This is an optimization exercise on Yosys and OpenROAD, whose aim is small area, a short achievable clock period and few clock cycles, not a production implementation.
Where RTL was checked, it was by simulation tests only, not by an equivalence proof against the original.
Power is estimated from default activity; no workload was simulated.

==> run a <==
==> flow/design.v <==
module cpu(
    input  wire                 clk_in,
    input  wire                 rst_in,
    input  wire                 rdy_in,
    input  wire [ 7:0]          mem_din,
    output reg  [ 7:0]          mem_dout,
    output wire [31:0]          mem_a,
    output reg                  mem_wr
);
    reg [31:0] rf [1:31];
    reg [31:0] A, B, IR;
    reg [31:0] W;          
    reg [14:0] pc;         
    reg [14:0] fpc;        
    reg [1:0]  fstep;      
    reg [17:0] ma;
    assign mem_a = {14'b0, ma};
    reg        iss_f, iss_l, iss_last;
    reg [1:0]  iss_lane;
    reg        cap_f, cap_l, cap_last;
    reg [1:0]  cap_lane;
    reg [1:0]  mrem;       
    reg        dec;        
    reg        ldwb;       
    reg [4:0]  ra;         
    reg        rz;         
    reg        ex_alu, wb_alu, ex_rdnz, ex_sub, ex_arith;
    reg        mis;        
    reg [4:0]  ex_rd;
    reg [2:0]  ex_f3;
    wire rdA = cap_f & (cap_lane == 2'd3);
    wire rdB = cap_f & (cap_lane == 2'd0);
    wire [2:0] f3 = IR[14:12];
    wire [6:0] opc = mem_din[6:0];
    reg is_jb, is_br, is_jalr, is_jal, is_u, is_lui, is_mem, is_st, is_ld, is_alu, is_op, alu_sub;
    always @(posedge clk_in) begin
        if (rst_in) begin
            is_jb <= 1'b0; is_br <= 1'b0; is_jalr <= 1'b0; is_jal <= 1'b0;
            is_u <= 1'b0; is_lui <= 1'b0; is_mem <= 1'b0; is_st <= 1'b0;
            is_ld <= 1'b0; is_alu <= 1'b0; is_op <= 1'b0; alu_sub <= 1'b0;
        end else begin
            is_jb   <= rdB & opc[6];                           
            is_br   <= rdB & opc[6] & ~opc[2];
            is_jalr <= rdB & opc[6] & opc[2] & ~opc[3];
            is_jal  <= rdB & opc[6] & opc[3];
            is_u    <= rdB & ~opc[6] & opc[2];                 
            is_lui  <= rdB & ~opc[6] & opc[2] & opc[5];
            is_mem  <= rdB & ~opc[6] & ~opc[4];                
            is_st   <= rdB & ~opc[6] & ~opc[4] & opc[5];
            is_ld   <= rdB & ~opc[6] & ~opc[4] & ~opc[5];
            is_alu  <= rdB & ~opc[6] & opc[4] & ~opc[2];       
            is_op   <= rdB & ~opc[6] & opc[4] & ~opc[2] & opc[5];
            alu_sub <= rdB & ~opc[6] & opc[4] & ~opc[2] &
                       ((opc[5] & IR[30] & IR[14:12] == 3'b000) | IR[14:13] == 2'b01);
        end
    end
    wire eq  = (A == B);
    wire ltu = (A < B);
    wire lt  = (A[31] ^ B[31]) ? A[31] : ltu;
    wire cond = (f3[2] ? (f3[1] ? ltu : lt) : eq) ^ f3[0];
    wire [11:0] imm12 = is_st ? {IR[31:25], IR[11:7]} : IR[31:20];
    wire [17:0] addr  = A[17:0] + {{6{imm12[11]}}, imm12};
    wire [14:0] poff  = is_jal ? {IR[16:12], IR[20], IR[30:22]}
                               : {{4{IR[31]}}, IR[31], IR[7], IR[30:25], IR[11:9]};
    wire [14:0] ptgt  = pc + poff;
    wire [14:0] pnext = pc + 15'd1;
    wire [14:0] target = is_jalr ? addr[16:2] : ptgt;
    reg  [31:0] ldext;
    always @(*) begin
        case (ex_f3)
            3'b000: ldext = {{24{B[31]}}, B[31:24]};
            3'b100: ldext = {24'b0, B[31:24]};
            3'b001: ldext = {{16{B[31]}}, B[31:16]};
            3'b101: ldext = {16'b0, B[31:16]};
            default: ldext = B;
        endcase
    end
    wire        we = (wb_alu | ldwb) & ex_rdnz;
    wire [31:0] wd = ldwb ? ldext : W;
    wire        fwd = we & (ex_rd == ra);
    wire [31:0] rdata = fwd ? wd : rz ? 32'b0 : rf[ra];
    always @(posedge clk_in)
        if (we) rf[ex_rd] <= wd;
    wire [31:0] alu_c;
    alu alu(.f3(ex_f3), .sub(ex_sub), .arith(ex_arith), .a(A), .b(B), .c(alu_c));
    always @(posedge clk_in)
        W <= alu_c;
    always @(posedge clk_in) begin
        if (cap_f) IR[8*cap_lane +: 8] <= mem_din;
        if (cap_f & cap_lane == 2'd2) begin
            ra <= {mem_din[3:0], IR[15]};
            rz <= {mem_din[3:0], IR[15]} == 5'd0;
        end else if (rdA) begin
            ra <= {mem_din[0], IR[23:20]};
            rz <= {mem_din[0], IR[23:20]} == 5'd0;
        end
        if (rdA) A <= rdata;
        else if (is_u) A <= is_lui ? 32'b0 : {15'b0, pc, 2'b00};
        else if (is_jb) A <= {15'b0, fpc, 2'b00};
        if (rdB) B <= rdata;
        else if (is_u) B <= {IR[31:12], 12'b0};
        else if (is_jb) B <= 32'b0;
        else if (is_alu) B <= (IR[5] ? B : {{20{IR[31]}}, IR[31:20]}) ^ {32{alu_sub}};
        else if (cap_l | (is_st) | (mrem != 2'd0 & mem_wr)) B <= {mem_din, B[31:8]};
        if (dec) begin
            ex_rd    <= IR[11:7];
            ex_f3    <= (is_alu | is_ld) ? f3 : 3'b000;
            ex_sub   <= alu_sub;
            ex_arith <= IR[30];
        end
        if ((is_st) | (mrem != 2'd0 & mem_wr)) mem_dout <= B[7:0];
    end
    always @(posedge clk_in) begin
        if (rst_in) begin
            ma <= 18'd1;
            mem_wr <= 1'b0;
            iss_f <= 1'b1; iss_lane <= 2'd1; iss_l <= 1'b0; iss_last <= 1'b0;
            cap_f <= 1'b0; cap_l <= 1'b0; cap_last <= 1'b0; cap_lane <= 2'd0;
            fpc <= 15'd0; fstep <= 2'd1; pc <= 15'd0;
            mrem <= 2'd0;
            dec <= 1'b0; ldwb <= 1'b0;
            ex_alu <= 1'b0; wb_alu <= 1'b0; ex_rdnz <= 1'b0; mis <= 1'b0;
        end else begin
            mis <= is_br & ~cond;
            cap_f <= iss_f & ~mis; cap_lane <= iss_lane; cap_l <= iss_l; cap_last <= iss_last;
            dec <= rdB;
            ldwb <= cap_l & cap_last;
            ex_alu <= dec & ~is_mem & ~is_br;
            wb_alu <= ex_alu;
            if (dec) ex_rdnz <= (IR[11:7] != 5'd0);
            if (fstep == 2'd3 & mrem == 2'd0) begin
                pc <= fpc;
                fpc <= fpc + 15'd1;
            end
            if (dec) begin
                if (is_jb) begin
                    ma <= {1'b0, target, 2'b01};
                    iss_f <= 1'b1; iss_lane <= 2'd1; iss_l <= 1'b0;
                    fpc <= target; fstep <= 2'd1;
                end else if (is_mem) begin
                    ma <= addr;
                    mem_wr <= is_st;
                    iss_f <= 1'b0; iss_l <= is_ld;
                    iss_last <= (f3[1:0] == 2'b00);
                    mrem <= {f3[1], f3[1] | f3[0]};
                end else begin
                    ma[1:0] <= 2'd3;
                    iss_lane <= 2'd3;
                    fstep <= 2'd3;
                end
            end else if (mis) begin
                ma <= {1'b0, pnext, 2'b11};
                iss_lane <= 2'd3;
                fpc <= pnext; fstep <= 2'd3;
            end else if (mrem != 2'd0) begin
                ma[1:0] <= ma[1:0] + 2'd1;
                mrem <= mrem - 2'd1;
                iss_last <= (mrem == 2'd1);
            end else begin
                ma <= {1'b0, fpc, fstep + 2'd1};
                mem_wr <= 1'b0;
                iss_f <= 1'b1; iss_lane <= fstep + 2'd1; iss_l <= 1'b0;
                fstep <= fstep + 2'd1;
            end
        end
    end
endmodule
module alu(
    input  wire [2:0]  f3,      
    input  wire        sub,     
    input  wire        arith,   
    input  wire [31:0] a,
    input  wire [31:0] b,
    output reg  [31:0] c
);
    wire [33:0] s2  = {1'b0, a, 1'b1} + {1'b0, b, sub};
    wire [32:0] sum = s2[33:1];
    wire ltu = ~sum[32];
    wire lt  = (a[31] == b[31]) ? a[31] : sum[31];
    function [31:0] rev(input [31:0] x);
        integer i;
        for (i = 0; i < 32; i = i + 1) rev[i] = x[31 - i];
    endfunction
    wire        left = (f3 == 3'b001);
    wire [31:0] shin = left ? rev(a) : a;
    wire [31:0] shr  = $signed({arith & shin[31], shin}) >>> b[4:0];
    always @(*) begin
        case (f3)
            3'b000: c = sum[31:0];
            3'b001: c = rev(shr);
            3'b010: c = {31'b0, lt};
            3'b011: c = {31'b0, ltu};
            3'b100: c = a ^ b;
            3'b101: c = shr;
            3'b110: c = a | b;
            default: c = a & b;
        endcase
    end
endmodule
==> flow/run.sh <==
#!/bin/bash
# synth_recipe.tcl (not shown) runs the flow's synth.tcl, then flattens the netlist and writes it again
# the make line also repeats each setting of config.mk as NAME=value (left out here)
make -C /OpenROAD-flow-scripts/flow DESIGN_CONFIG=/design/flow/config.mk WORK_HOME=/design/flow/orfs CLKGATE_MAP_FILE= SYNTH_SCRIPT=/design/flow/synth_recipe.tcl finish
==> flow/config.mk <==
export PLATFORM = sky130hd
export DESIGN_NAME = cpu
export DESIGN_NICKNAME = cpu
export VERILOG_FILES = /design/flow/design.v
export SDC_FILE = /design/flow/constraint.sdc
export NUM_CORES = 4
export LEC_CHECK = 0
export ABC_CLOCK_PERIOD_IN_PS = 3000
export CAP_MARGIN = 20
export CORE_MARGIN = 2
export CORE_UTILIZATION = 30
export PLACE_DENSITY = 0.5
export SETUP_SLACK_MARGIN = 5
export SLEW_MARGIN = 20
==> flow/constraint.sdc <==
create_clock -name core_clock -period 10.0 [get_ports {clk_in}]
set_input_delay 2.0000 -clock core_clock [delete_from_list [all_inputs] [get_ports {clk_in}]]
set_output_delay 2.0000 -clock core_clock [all_outputs]
set_load 0.01 [all_outputs]
==> run b: changes against run a <==
==> flow/design.v, changed modules only <==
module cpu(
    input  wire                 clk_in,
    input  wire                 rst_in,
    input  wire                 rdy_in,
    input  wire [ 7:0]          mem_din,
    output reg  [ 7:0]          mem_dout,
    output wire [31:0]          mem_a,
    output reg                  mem_wr
);
    reg [31:0] rf [1:31];
    reg [31:0] A, B, IR;
    reg [31:0] W;          
    reg [14:0] pc;         
    reg [14:0] fpc;        
    reg [1:0]  fstep;      
    reg [17:0] ma;
    assign mem_a = {14'b0, ma};
    reg        iss_f, iss_l, iss_last;
    reg [1:0]  iss_lane;
    reg        cap_f, cap_l, cap_last;
    reg [1:0]  cap_lane;
    reg [1:0]  mrem;       
    reg        dec;        
    reg        ldwb;       
    reg [4:0]  ra;         
    reg [31:1] rsel;       
    reg        ex_alu, wb_alu, ex_rdnz, ex_sub, ex_arith;
    reg        op_add, op_sll, op_slt, op_sltu, op_xor, op_srx, op_or, op_and;
    reg [4:0]  sh;         
    reg        mis;        
    reg [4:0]  ex_rd;
    reg [2:0]  ex_f3;
    wire rdA = cap_f & (cap_lane == 2'd3);
    wire rdB = cap_f & (cap_lane == 2'd0);
    wire [2:0] f3 = IR[14:12];
    wire [6:0] opc = mem_din[6:0];
    reg is_jb, is_br, is_jalr, is_jal, is_u, is_lui, is_mem, is_st, is_ld, is_alu, is_op, alu_sub, is_sll;
    always @(posedge clk_in) begin
        if (rst_in) begin
            is_jb <= 1'b0; is_br <= 1'b0; is_jalr <= 1'b0; is_jal <= 1'b0;
            is_u <= 1'b0; is_lui <= 1'b0; is_mem <= 1'b0; is_st <= 1'b0;
            is_ld <= 1'b0; is_alu <= 1'b0; is_op <= 1'b0; alu_sub <= 1'b0; is_sll <= 1'b0;
        end else begin
            is_jb   <= rdB & opc[6];                           
            is_br   <= rdB & opc[6] & ~opc[2];
            is_jalr <= rdB & opc[6] & opc[2] & ~opc[3];
            is_jal  <= rdB & opc[6] & opc[3];
            is_u    <= rdB & ~opc[6] & opc[2];                 
            is_lui  <= rdB & ~opc[6] & opc[2] & opc[5];
            is_mem  <= rdB & ~opc[6] & ~opc[4];                
            is_st   <= rdB & ~opc[6] & ~opc[4] & opc[5];
            is_ld   <= rdB & ~opc[6] & ~opc[4] & ~opc[5];
            is_alu  <= rdB & ~opc[6] & opc[4] & ~opc[2];       
            is_op   <= rdB & ~opc[6] & opc[4] & ~opc[2] & opc[5];
            is_sll  <= rdB & ~opc[6] & opc[4] & ~opc[2] & IR[14:12] == 3'b001;
            alu_sub <= rdB & ~opc[6] & opc[4] & ~opc[2] &
                       ((opc[5] & IR[30] & IR[14:12] == 3'b000) | IR[14:13] == 2'b01);
        end
    end
    wire eq  = (A == B);
    wire ltu = (A < B);
    wire lt  = (A[31] ^ B[31]) ? A[31] : ltu;
    wire cond = (f3[2] ? (f3[1] ? ltu : lt) : eq) ^ f3[0];
    wire [11:0] imm12 = is_st ? {IR[31:25], IR[11:7]} : IR[31:20];
    wire [17:0] addr  = A[17:0] + {{6{imm12[11]}}, imm12};
    wire [14:0] ptgt  = pc + {IR[16:12], IR[20], IR[30:22]};
    wire [14:0] btgt0 = pc + {{4{IR[31]}}, IR[31], 1'b0, IR[30:25], IR[11:9]};
    wire [14:0] btgt  = mem_din[7] ? {btgt0[14:9] + 6'd1, btgt0[8:0]} : btgt0;
    wire        early = rdB & mem_din[6] & (~mem_din[2] | mem_din[3]);
    wire [14:0] etgt  = mem_din[3] ? ptgt : btgt;
    wire [14:0] pnext = pc + 15'd1;
    wire [14:0] target = addr[16:2];    
    reg  [31:0] ldext;
    always @(*) begin
        case (ex_f3)
            3'b000: ldext = {{24{B[31]}}, B[31:24]};
            3'b100: ldext = {24'b0, B[31:24]};
            3'b001: ldext = {{16{B[31]}}, B[31:16]};
            3'b101: ldext = {16'b0, B[31:16]};
            default: ldext = B;
        endcase
    end
    wire        we = (wb_alu | ldwb) & ex_rdnz;
    wire [31:0] wd = ldwb ? ldext : W;
    wire        fwd = we & (ex_rd == ra);
    reg  [31:0] rfo;
    integer k;
    always @(*) begin
        rfo = 32'b0;
        for (k = 1; k < 32; k = k + 1)
            rfo = rfo | ({32{rsel[k]}} & rf[k]);
    end
    wire [31:0] rdata = fwd ? wd : rfo;
    wire [4:0]  rs1n  = {(cap_f & cap_lane == 2'd2) ? mem_din[3:0] : IR[19:16], IR[15]};
    wire [4:0]  rnext = (iss_f & iss_lane == 2'd3) ? rs1n : {mem_din[0], IR[23:20]};
    always @(posedge clk_in)
        if (we) rf[ex_rd] <= wd;
    wire [31:0] alu_c;
    alu alu(.op_add(op_add), .op_sll(op_sll), .op_slt(op_slt), .op_sltu(op_sltu),
            .op_xor(op_xor), .op_srx(op_srx), .op_or(op_or), .op_and(op_and),
            .sub(ex_sub), .arith(ex_arith), .sh(sh), .a(A), .b(B), .c(alu_c));
    always @(posedge clk_in)
        W <= alu_c;
    function [31:0] rev(input [31:0] x);
        integer i;
        for (i = 0; i < 32; i = i + 1) rev[i] = x[31 - i];
    endfunction
    always @(posedge clk_in) begin
        if (cap_f & ~mis) IR[8*cap_lane +: 8] <= mem_din;
        ra <= rnext;
        rsel <= {31'b0, 1'b1} << rnext >> 1;
        if (rdA) A <= rdata;
        else if (is_u) A <= is_lui ? 32'b0 : {15'b0, pc, 2'b00};
        else if (is_jb) A <= {15'b0, pnext, 2'b00};
        else if (is_sll) A <= rev(A);
        if (rdB) sh <= rdata[4:0];
        else if (is_alu & ~is_op) sh <= IR[24:20];
        if (rdB) B <= rdata;
        else if (is_u) B <= {IR[31:12], 12'b0};
        else if (is_jb) B <= 32'b0;
        else if (is_alu) B <= (is_op ? B : {{20{IR[31]}}, IR[31:20]}) ^ {32{alu_sub}};
        else if (cap_l | (is_st) | (mrem != 2'd0 & mem_wr)) B <= {mem_din, B[31:8]};
        if (dec) begin
            ex_rd    <= IR[11:7];
            ex_f3    <= f3;
            ex_sub   <= alu_sub;
            ex_arith <= IR[30] & f3 == 3'b101;
            op_add   <= ~is_alu | f3 == 3'b000;
            op_sll   <= is_alu & f3 == 3'b001;
            op_slt   <= is_alu & f3 == 3'b010;
            op_sltu  <= is_alu & f3 == 3'b011;
            op_xor   <= is_alu & f3 == 3'b100;
            op_srx   <= is_alu & f3 == 3'b101;
            op_or    <= is_alu & f3 == 3'b110;
            op_and   <= is_alu & f3 == 3'b111;
        end
        mem_dout <= B[7:0];
    end
    always @(posedge clk_in) begin
        if (rst_in) begin
            ma <= 18'd1;
            mem_wr <= 1'b0;
            iss_f <= 1'b1; iss_lane <= 2'd1; iss_l <= 1'b0; iss_last <= 1'b0;
            cap_f <= 1'b0; cap_l <= 1'b0; cap_last <= 1'b0; cap_lane <= 2'd0;
            fpc <= 15'd0; fstep <= 2'd1; pc <= 15'd0;
            mrem <= 2'd0;
            dec <= 1'b0; ldwb <= 1'b0;
            ex_alu <= 1'b0; wb_alu <= 1'b0; ex_rdnz <= 1'b0; mis <= 1'b0;
        end else begin
            mis <= is_br & ~cond;
            cap_f <= iss_f & ~mis; cap_lane <= iss_lane; cap_l <= iss_l; cap_last <= iss_last;
            dec <= rdB;
            ldwb <= cap_l & cap_last;
            ex_alu <= dec & ~is_mem & ~is_br;
            wb_alu <= ex_alu;
            if (dec) ex_rdnz <= (IR[11:7] != 5'd0);
            if (fstep == 2'd3 & mrem == 2'd0) begin
                pc <= fpc;
                fpc <= fpc + 15'd1;
            end
            if (dec & ~is_br & ~is_jal) begin
                if (is_jb) begin
                    ma <= {1'b0, target, 2'b01};
                    iss_f <= 1'b1; iss_lane <= 2'd1; iss_l <= 1'b0;
                    fpc <= target; fstep <= 2'd1;
                end else if (is_mem) begin
                    ma <= addr;
                    mem_wr <= is_st;
                    iss_f <= 1'b0; iss_l <= is_ld;
                    iss_last <= (f3[1:0] == 2'b00);
                    mrem <= {f3[1], f3[1] | f3[0]};
                end else begin
                    ma[1:0] <= 2'd3;
                    iss_lane <= 2'd3;
                    fstep <= 2'd3;
                end
            end else if (mis) begin
                ma <= {1'b0, pnext, 2'b10};
                iss_lane <= 2'd2;
                fpc <= pnext; fstep <= 2'd2;
            end else if (mrem != 2'd0) begin
                ma[1:0] <= ma[1:0] + 2'd1;
                mrem <= mrem - 2'd1;
                iss_last <= (mrem == 2'd1);
            end else begin
                ma <= {1'b0, fpc, fstep + 2'd1};
                mem_wr <= 1'b0;
                iss_f <= 1'b1; iss_lane <= fstep + 2'd1; iss_l <= 1'b0;
                fstep <= fstep + 2'd1;
            end
            if (early) begin
                ma[16:0] <= {etgt, 2'b01};
                iss_lane <= 2'd1;
                fpc <= etgt; fstep <= 2'd1;
            end
        end
    end
endmodule
module alu(
    input  wire        op_add, op_sll, op_slt, op_sltu, op_xor, op_srx, op_or, op_and,
    input  wire        sub,     
    input  wire        arith,   
    input  wire [4:0]  sh,      
    input  wire [31:0] a,
    input  wire [31:0] b,
    output wire [31:0] c
);
    wire [33:0] s2  = {1'b0, a, 1'b1} + {1'b0, b, sub};
    wire [32:0] sum = s2[33:1];
    wire ltu = ~sum[32];
    wire lt  = (a[31] == b[31]) ? a[31] : sum[31];
    function [31:0] rev(input [31:0] x);
        integer i;
        for (i = 0; i < 32; i = i + 1) rev[i] = x[31 - i];
    endfunction
    wire        fill = arith & a[31];
    wire [31:0] h0  = sh[0] ? {fill, a[31:1]} : a;
    wire [31:0] h1  = sh[1] ? {{2{fill}}, h0[31:2]} : h0;
    wire [31:0] h2  = sh[2] ? {{4{fill}}, h1[31:4]} : h1;
    wire [31:0] h3  = sh[3] ? {{8{fill}}, h2[31:8]} : h2;
    wire [31:0] shr = sh[4] ? {{16{fill}}, h3[31:16]} : h3;
    assign c = ({32{op_add}} & sum[31:0]) |
               ({32{op_sll}} & rev(shr)) |
               ({32{op_srx}} & shr) |
               {31'b0, (op_slt & lt) | (op_sltu & ltu)} |
               ({32{op_xor}} & (a ^ b)) |
               ({32{op_or}}  & (a | b)) |
               ({32{op_and}} & (a & b));
endmodule
==> flow/flow/run.sh (new file) <==
#!/bin/bash
# The standard layout, with faster port buffers and a repair that aims
# further below the clock period. Make's output goes to flow.log.
set -euo pipefail
bash standard.sh "BUFFER_PORTS_ARGS=-buffer_cell sky130_fd_sc_hd__buf_4" \
    SETUP_SLACK_MARGIN=7 finish > flow.log 2>&1
==> flow/standard.sh (new file) <==
#!/bin/bash
# synth_recipe.tcl (not shown) runs the flow's synth.tcl, then flattens the netlist and writes it again
# the make line also repeats each setting of config.mk as NAME=value (left out here)
make -C /OpenROAD-flow-scripts/flow DESIGN_CONFIG=/design/flow/config.mk WORK_HOME=/design/flow/orfs CLKGATE_MAP_FILE= SYNTH_SCRIPT=/design/flow/synth_recipe.tcl "${@:-finish}"
--- a/flow/config.mk
+++ b/flow/config.mk
@@ -9,6 +9,9 @@
 export CAP_MARGIN = 20
 export CORE_MARGIN = 2
-export CORE_UTILIZATION = 30
-export PLACE_DENSITY = 0.5
+export CORE_UTILIZATION = 65
+export CTS_CLUSTER_DIAMETER = 60
+export CTS_CLUSTER_SIZE = 25
+export PLACE_DENSITY = 0.75
 export SETUP_SLACK_MARGIN = 5
 export SLEW_MARGIN = 20
+export TNS_END_PERCENT = 0
removed: flow/run.sh
==> comparison table <==
quantity	run a	run b
Worst reg-to-reg path cell count	8	7
Number of iterations in the first detailed-routing pass	5	10
Finished Layout Cells	6,685	5,446
Result of the run	timing/DRC/antenna clean	timing/DRC/antenna clean
1st-iter DRT viols	3,981	9,122
Initial core utilization	30.10%	65.36%
Crit path DAT	5.10 ns	3.95 ns
Sinks on the clock net	1,221	1,259
PD cells	251.9 nW/um^2	251.5 nW/um^2
Clock power frac	29.5%	23.1%
Clock transition at path regs	0.06 ns	0.09 ns
Wire length of the first global-routing pass	265.1 mm	266.9 mm
Clock buffer cells	174	89
Post-synth cell types	80	81
Maximum fanout along the worst path	37	32
Max stage delay cell, worst path	sky130_fd_sc_hd__a21oi_1	sky130_fd_sc_hd__o31ai_2
Part of the power in combinational logic	29.9%	31.5%
Area of the die	195,900 um^2	87,710 um^2
Testbench counts of run b, summed over its fixed seeds: cycles 818,495.
For run a, only the layout was checked, not whether the RTL still works.

-- port drivers added, routing unchanged --
No port has a modelled driver above. Below, the same layouts with a new extraction and two added sets of constraints. Step 1, drivers: a clkbuf_16 drives clk_in and a buf_2 each remaining input, both assumed. Step 2 moves the port delays by t, midway between the first and last clock arrival at a register: inputs arrive t later, outputs are due t later. That takes back most of the time a late clock gives input paths. Slacks: ideal ports / drivers / drivers and shift; pairs: ideal ports / drivers.
run | t, ns | setup slack, ns | worst setup path at the end | worst data-port slew with drivers (ns)
run a | 0.853 | 5.382 / 5.382 / 5.382 | register to register | 0.05
run b | 0.744 | 6.443 / 6.443 / 5.930 | input to register | 0.06
After both steps every run listed still meets setup and hold. The setup slack of run b, which loses most, moves by 0.000 ns with the drivers and by -0.513 ns with both steps.
